Source: an optimization exercise on an open RTL-to-GDS flow (aim: small area, a short achievable clock period and few clock cycles). Production flows keep margins and buffers that such runs may drop.
The RTL was checked by simulation tests, not by an equivalence proof against the original design.
Power and IR drop assume default switching activity.

## ipdc
module ipdc (                        
	input         i_clk,
	input         i_rst_n,
	input         i_op_valid,
	input  [ 2:0] i_op_mode,
	input         i_in_valid,
	input  [23:0] i_in_data,
	output        o_in_ready,
	output        o_out_valid,
	output [23:0] o_out_data
);
For scale: about 4,900 cells after synthesis, roughly 2,300 flip-flops, about 57 I/O pins.
==> flow/config.mk <==
export PLATFORM = sky130hd
export DESIGN_NAME = ipdc
export DESIGN_NICKNAME = ipdc
export VERILOG_FILES = /design/flow/design.v
export SDC_FILE = /design/flow/constraint.sdc
export NUM_CORES = 4
export LEC_CHECK = 0
export CAP_MARGIN = 10
export CORE_MARGIN = 2
export CORE_UTILIZATION = 40
export CTS_CLUSTER_DIAMETER = 120
export CTS_CLUSTER_SIZE = 30
export SLEW_MARGIN = 10
==> flow/constraint.sdc <==
create_clock -name core_clock -period 10.0 [get_ports {i_clk}]
set_input_delay 2.0000 -clock core_clock [delete_from_list [all_inputs] [get_ports {i_clk}]]
set_output_delay 2.0000 -clock core_clock [all_outputs]
set_load 0.01 [all_outputs]
standard.sh (not shown) runs the stock make flow with config.mk's settings and CLKGATE_MAP_FILE= SYNTH_SCRIPT=/design/flow/synth_recipe.tcl, a recipe that flattens the netlist after the stock synthesis.
==> flow/flow/run.sh <==
#!/bin/bash
# Standard ORFS layout; timing repair aims for a setup slack of 6.75 ns
# against the 10 ns clock, i.e. for a cycle of about 3.25 ns. After the
# floorplan, the register that drives o_out_valid is given the next drive
# strength of its cell type (size_io.tcl).
set -euo pipefail
bash standard.sh SETUP_SLACK_MARGIN=6.75 floorplan > standard_floorplan.log 2>&1
openroad -no_init -exit flow/size_io.tcl > size_io.log 2>&1
bash standard.sh SETUP_SLACK_MARGIN=6.75 finish > standard_finish.log 2>&1
==> flow/flow/size_io.tcl <==
# Give the o_out_valid register (dfrtp_1 from synthesis) the _2 drive strength.
set odb orfs/results/sky130hd/ipdc/base/2_floorplan.odb
read_liberty $::env(FLOW_HOME)/platforms/sky130hd/lib/sky130_fd_sc_hd__tt_025C_1v80.lib
read_db $odb
foreach inst [get_cells *] {
    set name [get_name $inst]
    if {![regexp {^ov\$} $name]} { continue }
    set cell [get_property [get_lib_cells -of_objects $inst] name]
    if {$cell eq "sky130_fd_sc_hd__dfrtp_1"} {
        replace_cell $inst sky130_fd_sc_hd__dfrtp_2
        puts "upsized $name to dfrtp_2"
    }
}
write_db $odb
Testbench counts at the start, summed over its fixed seeds: cycles 13,449.
Then changed:
==> flow/flow/run.sh (replaced) <==
#!/bin/bash
# Standard ORFS layout; timing repair aims for a setup slack of 6.75 ns
# against the 10 ns clock, i.e. for a cycle of about 3.25 ns.
bash standard.sh SETUP_SLACK_MARGIN=6.75 finish > standard.log 2>&1
--- a/flow/config.mk
+++ b/flow/config.mk
@@ -8 +8,2 @@
-export CAP_MARGIN = 10
+export ABC_AREA = 1
+export CAP_MARGIN = 20
@@ -11 +12 @@
-export CTS_CLUSTER_DIAMETER = 120
+export CTS_CLUSTER_DIAMETER = 80
@@ -13 +14 @@
-export SLEW_MARGIN = 10
+export SLEW_MARGIN = 20
removed: flow/flow/size_io.tcl
Outcome:
- register-to-register slack gains 20 ps
- sequential power stays flat
- die area went up by 5.4%
- worst setup slack loses 44 ps
- worst hold slack loses 19 ps
- core utilization went up by 0.14 points
- via count went up by 26%
- wire length went up by 16%
- maximum frequency went down by about 1.3%
- power went up by about 10%
Then changed:
--- a/flow/config.mk
+++ b/flow/config.mk
@@ -8,2 +8 @@
-export ABC_AREA = 1
-export CAP_MARGIN = 20
+export CAP_MARGIN = 5
@@ -12 +11 @@
-export CTS_CLUSTER_DIAMETER = 80
+export CTS_CLUSTER_DIAMETER = 120
@@ -14 +13 @@
-export SLEW_MARGIN = 20
+export SLEW_MARGIN = 5
Power fell by roughly a tenth.
Area after synthesis fell by a few percent.
Clock skew fell by 18 ps.
Worst setup slack is better by 44 ps.
Global-route usage fell by 1.5 points.
Via count fell by about a fifth.
Routed wire length fell by roughly a tenth.
Register-to-register slack is worse by 50 ps.
Then changed:
--- a/flow/config.mk
+++ b/flow/config.mk
@@ -8 +8 @@
-export CAP_MARGIN = 5
+export CAP_MARGIN = 20
@@ -13 +13,2 @@
-export SLEW_MARGIN = 5
+export PLACE_DENSITY = 0.72
+export SLEW_MARGIN = 20
Outcome: Final area barely changes. Die area does not change. Sequential power stays flat. Via count increases slightly. Utilization stays flat. Wire length goes down by a few percent. Cell count barely changes. Synthesized cell count stays the same. Synthesized area stays the same. Power stays flat. Worst setup slack gets better by 16 ps.
Then changed:
--- a/flow/config.mk
+++ b/flow/config.mk
@@ -11,3 +11,2 @@
-export CTS_CLUSTER_DIAMETER = 120
-export CTS_CLUSTER_SIZE = 30
-export PLACE_DENSITY = 0.72
+export CTS_CLUSTER_DIAMETER = 60
+export CTS_CLUSTER_SIZE = 28
What happened: The changed run completed without violations; worst setup slack got worse by 91 ps; routed wire length rose by 4.2%; sequential power barely changes; count of clock-buffer cells in the layout rose by 53; global-route usage rose by 0.71 points; area after synthesis stays the same; via count hardly moves; flip-flop and latch count does not change.

==> separate check: timing with driven ports <==
In the flow no input, the clock included, has a driving cell. The finished layouts below were timed again as built, in two steps. Step 1 sets driving cells, clkbuf_16 on the clock port and buf_2 on the other inputs (assumed; they add their load-dependent delay and slew). Step 2 times the ports against the registers' clock, not the clock port: input delays grow and output delays shrink by t, the midpoint of the rising clock arrivals with the driver on. Slacks: ideal / step 1 / step 2; pairs: ideal / step 1.
run | shift t [ns] | slack for setup (ns) | hold WS [ns] | latest minus earliest clock arrival (ns)
the first run | 0.794 | 6.745 / 6.669 / 6.283 | 0.314 / 0.314 / 0.314 | 0.042 / 0.043
the second run | 0.824 | 6.700 / 6.623 / 6.092 | 0.295 / 0.295 / 0.295 | 0.055 / 0.055
the third run | 0.789 | 6.745 / 6.664 / 6.205 | 0.308 / 0.308 / 0.308 | 0.036 / 0.036
the fourth run | 0.772 | 6.761 / 6.686 / 6.199 | 0.307 / 0.307 / 0.307 | 0.048 / 0.048
the fifth run | 0.834 | 6.670 / 6.594 / 6.215 | 0.298 / 0.298 / 0.298 | 0.052 / 0.052
After both steps every run listed still meets setup and hold. For the second run, which loses most, drivers alone change the setup slack by -0.077 ns; drivers and shift together by -0.608 ns.
